What follows belongs to an exercise in optimizing a design on an open flow for small area and a short achievable clock period; a production flow would make more cautious choices.
Where RTL was checked, it was by simulation tests only, not by an equivalence proof against the original.

== job 101 ==
// dct_core
module dct_core (
    input                clk,
    input                rst_n,
    input                start,
    input signed [255:0] a1,
    output               done,
    output       [255:0] final_output
);
Size: roughly 36,000 cells after synthesis, about 5,200 flip-flops, roughly 520 I/O pins.
==> module f_norm, before the edit <==
module f_norm (
    input         s,
    input  [7:0]  e,
    input  [24:0] m,
    output [31:0] y
);
    wire [4:0]  k;
    f_lzc z (.m(m), .k(k));
    wire [24:0] v    = m << k;
    wire [7:0]  e1   = e + 8'd1;
    wire [7:0]  e2   = e + 8'd2;
    wire [7:0]  en;
    f_esub xn (.e(e1), .k(k), .d(en));
    wire        zero = ~|m;
    wire        fl   = zero | (e2 == {3'b0, k}) | ((e == 8'hff) & (k == 5'd0));
    assign y = fl ? 32'b0 : {s, en, v[23:1]};
endmodule
export LEC_CHECK = 0
export ABC_AREA = 1
export CAP_MARGIN = 20
export CORE_MARGIN = 2
export CORE_UTILIZATION = 60
export CTS_CLUSTER_DIAMETER = 70
export CTS_CLUSTER_SIZE = 30
export PLACE_DENSITY = 0.72
export SLEW_MARGIN = 40
create_clock -name core_clock -period 10.0 [get_ports {clk}]
standard.sh (not shown) runs the stock make flow with config.mk's settings and CLKGATE_MAP_FILE= SYNTH_SCRIPT=/design/flow/synth_recipe.tcl, a recipe that flattens the netlist after the stock synthesis.
==> flow/flow/run.sh <==
#!/bin/bash
set -e
bash standard.sh BUFFER_PORTS_ARGS="-buffer_cell sky130_fd_sc_hd__buf_4" \
    SETUP_SLACK_MARGIN=6.6 finish > flow.log 2>&1
#### Input delta (job 102 over job 101)
--- a/flow/design.v
+++ b/flow/design.v
@@ -104,11 +104,15 @@
     input  [24:0] m,
     output [31:0] y
 );
     wire [4:0]  k;
     f_lzc z (.m(m), .k(k));
-    wire [24:0] v    = m << k;
+    wire [24:0] v4   = k[4] ? {m[8:0], 16'b0} : m;
+    wire [24:0] v3   = k[3] ? {v4[16:0], 8'b0} : v4;
+    wire [24:0] v2   = k[2] ? {v3[20:0], 4'b0} : v3;
+    wire [24:0] v1   = k[1] ? {v2[22:0], 2'b0} : v2;
+    wire [24:0] v    = k[0] ? {v1[23:0], 1'b0} : v1;
     wire [7:0]  e1   = e + 8'd1;
     wire [7:0]  e2   = e + 8'd2;
     wire [7:0]  en;
     f_esub xn (.e(e1), .k(k), .d(en));
     wire        zero = ~|m;
Results
Job 102 vs. job 101: worst reg-to-reg setup slack has increased; setup slack has increased; via count of the first global-routing pass has decreased.
When job 102 is measured against job 101, its relative area change from synthesis to final layout turns out 0.42 points lower.
Comparing via count normalized by instance count for job 102 and job 101, the smaller number came from job 101.
No functional check of the RTL was part of any run of this note.

Setup of old:
dct_core, a different RTL version from the one above (not shown whole).
Size: about 40000 cells after synthesis, ~520 I/O pins, ~290000 um^2 of cells after synthesis.
// dct_core
module dct_core (
    input                clk,
    input                rst_n,
    input                start,
    input signed [255:0] a1,
    output               done,
    output       [255:0] final_output
);
localparam [3:0] CF = 4'b1111;
localparam [3:0] CA = 4'b1110;
localparam [2:0] CM = 3'b101;
function integer ones(input [3:0] c);
    ones = c[0] + c[1] + c[2] + c[3];
endfunction
localparam LF = ones(CF);
localparam LA = ones(CA);
localparam LM = ones({1'b0, CM});
localparam T1 = LF;           
localparam T2 = T1 + LA;      
localparam T3 = T2 + LA;      
localparam T4 = T3 + LM;      
localparam T5 = T4 + LA;      
localparam T6 = T5 + LA;      
localparam NEG = 32'h80000000;
wire [31:0] x0 = a1[255:224], x1 = a1[223:192], x2 = a1[191:160], x3 = a1[159:128];
wire [31:0] x4 = a1[127:96],  x5 = a1[95:64],   x6 = a1[63:32],   x7 = a1[31:0];
wire [31:0] b0, b1, b2, b3, b4, b5, b6, b7;
fadd2 #(CF) u_b07 (clk, x0, x7, b0, b7);
fadd2 #(CF) u_b13 (clk, x1, x6, b1, b3);
fadd2 #(CF) u_b46 (clk, x2, x5, b4, b6);
fadd2 #(CF) u_b52 (clk, x3, x4, b5, b2);
wire [31:0] c0, c1, c2, c3, c4, c5, c6;
fadd2 #(CA) u_c04 (clk, b0, b5, c0, c4);
fadd2 #(CA) u_c31 (clk, b1, b4, c3, c1);
fadd1 #(CA) u_c2  (clk, b2, b6, c2);
fadd1 #(CA) u_c5  (clk, b3, b7, c5);
fadd1 #(CA) u_c6  (clk, b3, b6, c6);
wire [31:0] d0, d1, d3, d4;
fadd2 #(CA) u_d01 (clk, c0, c3, d0, d1);
fadd1 #(CA) u_d3  (clk, c1, c4, d3);
fadd1 #(CA) u_d4  (clk, c2, c5 ^ NEG, d4);
wire [31:0] e2, e3, e4, e6, e7, e2i, e3i, e4i;
fmulc #(24'h8a8c15, 8'd126, 24'hec82f0, 0, CM) u_e2 (clk, c2, e2i);
  ...
==> module f_lzc, before the edit <==
module f_lzc (
    input  [24:0] m,
    output [4:0]  k
);
    wire [31:0] x = {m, 7'b0};
    genvar i;
    wire [15:0] z1, p1;
    for (i = 0; i < 16; i = i + 1) begin : l1
        assign z1[i] = ~(x[2*i+1] | x[2*i]);
        assign p1[i] = ~x[2*i+1];
    end
    wire [7:0] z2; wire [15:0] p2;
    for (i = 0; i < 8; i = i + 1) begin : l2
        assign z2[i] = z1[2*i+1] & z1[2*i];
        assign p2[2*i+1:2*i] = z1[2*i+1] ? {1'b1, p1[2*i]} : {1'b0, p1[2*i+1]};
    end
    wire [3:0] z3; wire [11:0] p3;
    for (i = 0; i < 4; i = i + 1) begin : l3
        assign z3[i] = z2[2*i+1] & z2[2*i];
        assign p3[3*i+2:3*i] = z2[2*i+1] ? {1'b1, p2[4*i+1:4*i]} : {1'b0, p2[4*i+3:4*i+2]};
    end
    wire [1:0] z4; wire [7:0] p4;
    for (i = 0; i < 2; i = i + 1) begin : l4
        assign z4[i] = z3[2*i+1] & z3[2*i];
        assign p4[4*i+3:4*i] = z3[2*i+1] ? {1'b1, p3[6*i+2:6*i]} : {1'b0, p3[6*i+5:6*i+3]};
    end
    assign k = z4[1] ? {1'b1, p4[3:0]} : {1'b0, p4[7:4]};
endmodule
==> module fadd1, before the edit <==
module fadd1 #(parameter [3:0] C = 4'b1110) (
    input         clk,
    input  [31:0] a,
    input  [31:0] b,
    output [31:0] y
);
    wire        comp;
    wire [63:0] q0, q1;
    wire [56:0] r1, r2;
    f_front f (.a(a[30:0]), .b(b[30:0]), .comp(comp), .q(q0));
    wire        sg1, x1;
    dly #(66, C[0]) c0 (clk, {comp ? a[31] : b[31], a[31] ^ b[31], q0}, {sg1, x1, q1});
    f_align1 a1 (.q(q1), .x(x1), .r(r1));
    wire        sg2, x2;
    dly #(59, C[1]) c1 (clk, {sg1, x1, r1}, {sg2, x2, r2});
    wire [55:0] t2;
    f_align2 a2 (.q(r2), .x(x2), .r(t2));
    wire [25:0] ms = {1'b0, t2[47:24], 1'b1} + {x2, t2[23:0], x2};
    wire [24:0] m  = ms[25:1];
    wire [24:0] m3;
    wire [7:0]  e3;
    wire        sg3;
    dly #(34, C[2]) c2 (clk, {sg2, t2[55:48], m}, {sg3, e3, m3});
    wire [31:0] y0;
    f_norm n (.s(sg3), .e(e3), .m(m3), .y(y0));
    dly #(32, C[3]) c3 (clk, y0, y);
endmodule
==> module fadd2, before the edit <==
module fadd2 #(parameter [3:0] C = 4'b1110) (
    input         clk,
    input  [31:0] a,
    input  [31:0] b,
    output [31:0] ya,
    output [31:0] ys
);
    wire        comp;
    wire [63:0] q0, q1;
    wire [56:0] r1, r2;
    f_front f (.a(a[30:0]), .b(b[30:0]), .comp(comp), .q(q0));
    wire        sa1, ss1, x1;
    dly #(67, C[0]) c0 (clk, {comp ? a[31] : b[31], comp ? a[31] : ~b[31], a[31] ^ b[31], q0},
                             {sa1, ss1, x1, q1});
    f_align1 a1 (.q(q1), .x(x1), .r(r1));
    wire        sa2, ss2, x2;
    dly #(60, C[1]) c1 (clk, {sa1, ss1, x1, r1}, {sa2, ss2, x2, r2});
    wire [55:0] t2;
    f_align2 a2 (.q(r2), .x(x2), .r(t2));
    wire [23:0] ml = t2[47:24], mt = t2[23:0];
    wire [25:0] sa = {1'b0, ml, 1'b1} + {x2, mt, x2};
    wire [25:0] sz = {1'b0, ml, 1'b1} + {~x2, ~mt, ~x2};
    wire [24:0] ma = sa[25:1];
    wire [24:0] mz = sz[25:1];
    wire [24:0] ma3, ms3;
    wire [7:0]  e3;
    wire        sa3, ss3;
    dly #(60, C[2]) c2 (clk, {sa2, ss2, t2[55:48], ma, mz}, {sa3, ss3, e3, ma3, ms3});
    wire [31:0] ya0, ys0;
    f_norm na (.s(sa3), .e(e3), .m(ma3), .y(ya0));
    f_norm ns (.s(ss3), .e(e3), .m(ms3), .y(ys0));
    dly #(64, C[3]) c3 (clk, {ya0, ys0}, {ya, ys});
endmodule
Settings: LEC_CHECK=0, ABC_AREA=1, CAP_MARGIN=20, CORE_MARGIN=2, CORE_UTILIZATION=60, CTS_CLUSTER_DIAMETER=70, CTS_CLUSTER_SIZE=30, PLACE_DENSITY=0.72, SLEW_MARGIN=40; clock period 10.0 ns.
==> flow/flow/run.sh <==
#!/bin/bash
set -e
bash standard.sh BUFFER_PORTS_ARGS="-buffer_cell sky130_fd_sc_hd__buf_4" \
    SETUP_SLACK_MARGIN=6.5 finish > flow.log 2>&1
#### Input delta (new over old)
--- a/flow/design.v
+++ b/flow/design.v
@@ -32,8 +32,8 @@
 endmodule
 module f_lzc (
-    input  [24:0] m,
+    input  [23:0] m,
     output [4:0]  k
 );
-    wire [31:0] x = {m, 7'b0};
+    wire [31:0] x = {m, 8'b0};
     genvar i;
     wire [15:0] z1, p1;
@@ -75,13 +75,12 @@
 );
     wire [4:0]  k;
-    f_lzc z (.m(m), .k(k));
-    wire [24:0] v    = m << k;
-    wire [7:0]  e1   = e + 8'd1;
-    wire [7:0]  e2   = e + 8'd2;
+    f_lzc z (.m(m[23:0]), .k(k));
+    wire [23:0] ms   = m[23:0] << k;
     wire [7:0]  en;
-    f_esub xn (.e(e1), .k(k), .d(en));
-    wire        zero = ~|m;
-    wire        fl   = zero | (e2 == {3'b0, k}) | ((e == 8'hff) & (k == 5'd0));
-    assign y = fl ? 32'b0 : {s, en, v[23:1]};
+    f_esub xn (.e(e), .k(k), .d(en));
+    wire [7:0]  e1   = e + 8'd1;
+    wire        zero = ~|m[23:0];
+    wire        fl   = m[24] ? (e[7:1] == 7'h7f) : (zero | (e1 == {3'b0, k}));
+    assign y = fl ? 32'b0 : m[24] ? {s, e1, m[23:1]} : {s, en, ms[22:0]};
 endmodule
 module fadd1 #(parameter [3:0] C = 4'b1110) (
@@ -102,6 +101,5 @@
     wire [55:0] t2;
     f_align2 a2 (.q(r2), .x(x2), .r(t2));
-    wire [25:0] ms = {1'b0, t2[47:24], 1'b1} + {x2, t2[23:0], x2};
-    wire [24:0] m  = ms[25:1];
+    wire [24:0] m = {1'b0, t2[47:24]} + {x2, t2[23:0]} + {24'b0, x2};
     wire [24:0] m3;
     wire [7:0]  e3;
@@ -126,18 +124,17 @@
     dly #(67, C[0]) c0 (clk, {comp ? a[31] : b[31], comp ? a[31] : ~b[31], a[31] ^ b[31], q0},
                              {sa1, ss1, x1, q1});
-    f_align1 a1 (.q(q1), .x(x1), .r(r1));
+    f_align1 a1 (.q(q1), .x(1'b0), .r(r1));
     wire        sa2, ss2, x2;
     dly #(60, C[1]) c1 (clk, {sa1, ss1, x1, r1}, {sa2, ss2, x2, r2});
     wire [55:0] t2;
-    f_align2 a2 (.q(r2), .x(x2), .r(t2));
-    wire [23:0] ml = t2[47:24], mt = t2[23:0];
-    wire [25:0] sa = {1'b0, ml, 1'b1} + {x2, mt, x2};
-    wire [25:0] sz = {1'b0, ml, 1'b1} + {~x2, ~mt, ~x2};
-    wire [24:0] ma = sa[25:1];
-    wire [24:0] mz = sz[25:1];
+    f_align2 a2 (.q(r2), .x(1'b0), .r(t2));
+    wire [23:0] ml = t2[47:24], ms = t2[23:0];
+    wire [24:0] mp = {1'b0, ml} + {1'b0, ms};
+    wire [24:0] mm = {1'b0, ml} - {1'b0, ms};
     wire [24:0] ma3, ms3;
     wire [7:0]  e3;
     wire        sa3, ss3;
-    dly #(60, C[2]) c2 (clk, {sa2, ss2, t2[55:48], ma, mz}, {sa3, ss3, e3, ma3, ms3});
+    dly #(60, C[2]) c2 (clk, {sa2, ss2, t2[55:48], x2 ? mm : mp, x2 ? mp : mm},
+                             {sa3, ss3, e3, ma3, ms3});
     wire [31:0] ya0, ys0;
     f_norm na (.s(sa3), .e(e3), .m(ma3), .y(ya0));
--- outcome ---
- Delta (new minus old): total number of vias picked up an extra 11700; met3 wirelength from detailed routing picked up an extra 24%; fraction of met2 tracks used by global routing lost 1.8 points; post-route standard cell area excluding fillers picked up an extra 1.2%.
- The clock net sink count was comparable across old and new.
- The sequential share of layout area of new is lower than that of old.
For old, only the layout was checked, not whether the RTL still works.

Setup of red:
Another version of the RTL of dct_core (not shown whole).
For scale: about 41000 cells after synthesis, ~5200 flip-flops, ~520 I/O pins, ~290000 um2 of cells after synthesis.
Settings: LEC_CHECK=0, ABC_AREA=1, CAP_MARGIN=20, CORE_MARGIN=2, CORE_UTILIZATION=60, CTS_CLUSTER_DIAMETER=70, CTS_CLUSTER_SIZE=30, PLACE_DENSITY=0.72, SLEW_MARGIN=40; clock period 10.0 ns.
==> flow/flow/run.sh <==
#!/bin/bash
set -e
bash standard.sh BUFFER_PORTS_ARGS="-buffer_cell sky130_fd_sc_hd__buf_4" \
    SETUP_SLACK_MARGIN=6.4 finish > flow.log 2>&1
Inputs modified between red and blue:
diff --git a/flow/design.v b/flow/design.v
--- a/flow/design.v
+++ b/flow/design.v
@@ -100,8 +100,7 @@
     dly #(59, C[1]) c1 (clk, {sg1, x1, r1}, {sg2, x2, r2});
     wire [55:0] t2;
     f_align2 a2 (.q(r2), .x(x2), .r(t2));
-    wire [25:0] ms = {1'b0, t2[47:24], 1'b1} + {x2, t2[23:0], x2};
-    wire [24:0] m  = ms[25:1];
+    wire [24:0] m = {1'b0, t2[47:24]} + {x2, t2[23:0]} + {24'b0, x2};
     wire [24:0] m3;
     wire [7:0]  e3;
     wire        sg3;
@@ -124,20 +123,19 @@
     wire        sa1, ss1, x1;
     dly #(67, C[0]) c0 (clk, {comp ? a[31] : b[31], comp ? a[31] : ~b[31], a[31] ^ b[31], q0},
                              {sa1, ss1, x1, q1});
-    f_align1 a1 (.q(q1), .x(x1), .r(r1));
+    f_align1 a1 (.q(q1), .x(1'b0), .r(r1));
     wire        sa2, ss2, x2;
     dly #(60, C[1]) c1 (clk, {sa1, ss1, x1, r1}, {sa2, ss2, x2, r2});
     wire [55:0] t2;
-    f_align2 a2 (.q(r2), .x(x2), .r(t2));
-    wire [23:0] ml = t2[47:24], mt = t2[23:0];
-    wire [25:0] sa = {1'b0, ml, 1'b1} + {x2, mt, x2};
-    wire [25:0] sz = {1'b0, ml, 1'b1} + {~x2, ~mt, ~x2};
-    wire [24:0] ma = sa[25:1];
-    wire [24:0] mz = sz[25:1];
+    f_align2 a2 (.q(r2), .x(1'b0), .r(t2));
+    wire [23:0] ml = t2[47:24], ms = t2[23:0];
+    wire [24:0] mp = {1'b0, ml} + {1'b0, ms};
+    wire [24:0] mm = {1'b0, ml} - {1'b0, ms};
     wire [24:0] ma3, ms3;
     wire [7:0]  e3;
     wire        sa3, ss3;
-    dly #(60, C[2]) c2 (clk, {sa2, ss2, t2[55:48], ma, mz}, {sa3, ss3, e3, ma3, ms3});
+    dly #(60, C[2]) c2 (clk, {sa2, ss2, t2[55:48], x2 ? mm : mp, x2 ? mp : mm},
+                             {sa3, ss3, e3, ma3, ms3});
     wire [31:0] ya0, ys0;
     f_norm na (.s(sa3), .e(e3), .m(ma3), .y(ya0));
     f_norm ns (.s(ss3), .e(e3), .m(ms3), .y(ys0));
blue has more setup slack than red. The higher layout multi-input combinational cell count of red and blue is in blue. Non-clock buffer count, blue vs red: up slightly. From red to blue the numbers moved as follows: via count now larger. Design area: blue vs red, no meaningful difference. Compared with red, blue shows a post-synthesis adder-cell area fraction that is 0.18 points lower.
Only the layout flow was run in red; the RTL was not checked for function there.

## afterwards: timing with drivers on the ports
No port has a modelled driver above. Below, the same layouts with a new extraction and two added sets of constraints. Step 1 sets driving cells, clkbuf_16 on the clock port and buf_2 on the other inputs (assumed; they add their load-dependent delay and slew). Step 2, shift: input delay + t, output delay - t, t = (earliest + latest rising clock arrival at the registers) / 2. This alone moves slack from input paths to output paths. Slacks: ideal ports / drivers / drivers and shift; pairs: ideal ports / drivers.
| run | shift t [ns] | setup slack, ns | hold WS [ns] | worst data-port slew with drivers (ns) |
|---|---|---|---|---|
| job 101 | 1.149 | 6.445 / 6.308 / 5.599 | 0.307 / 0.307 / 0.307 | 0.10 |
| job 102 | 1.139 | 6.483 / 6.355 / 5.644 | 0.296 / 0.296 / 0.296 | 0.09 |
| old | 1.177 | 6.450 / 6.313 / 5.553 | 0.284 / 0.284 / 0.284 | 0.10 |
| new | 1.172 | 6.465 / 6.322 / 5.639 | 0.287 / 0.287 / 0.287 | 0.08 |
| red | 1.161 | 6.404 / 6.254 / 5.421 | 0.295 / 0.295 / 0.295 | 0.10 |
| blue | 1.166 | 6.415 / 6.328 / 5.512 | 0.302 / 0.302 / 0.302 | 0.07 |
After both steps every run listed still meets setup and hold. For red, which loses most, drivers alone change the setup slack by -0.150 ns; drivers and shift together by -0.983 ns.
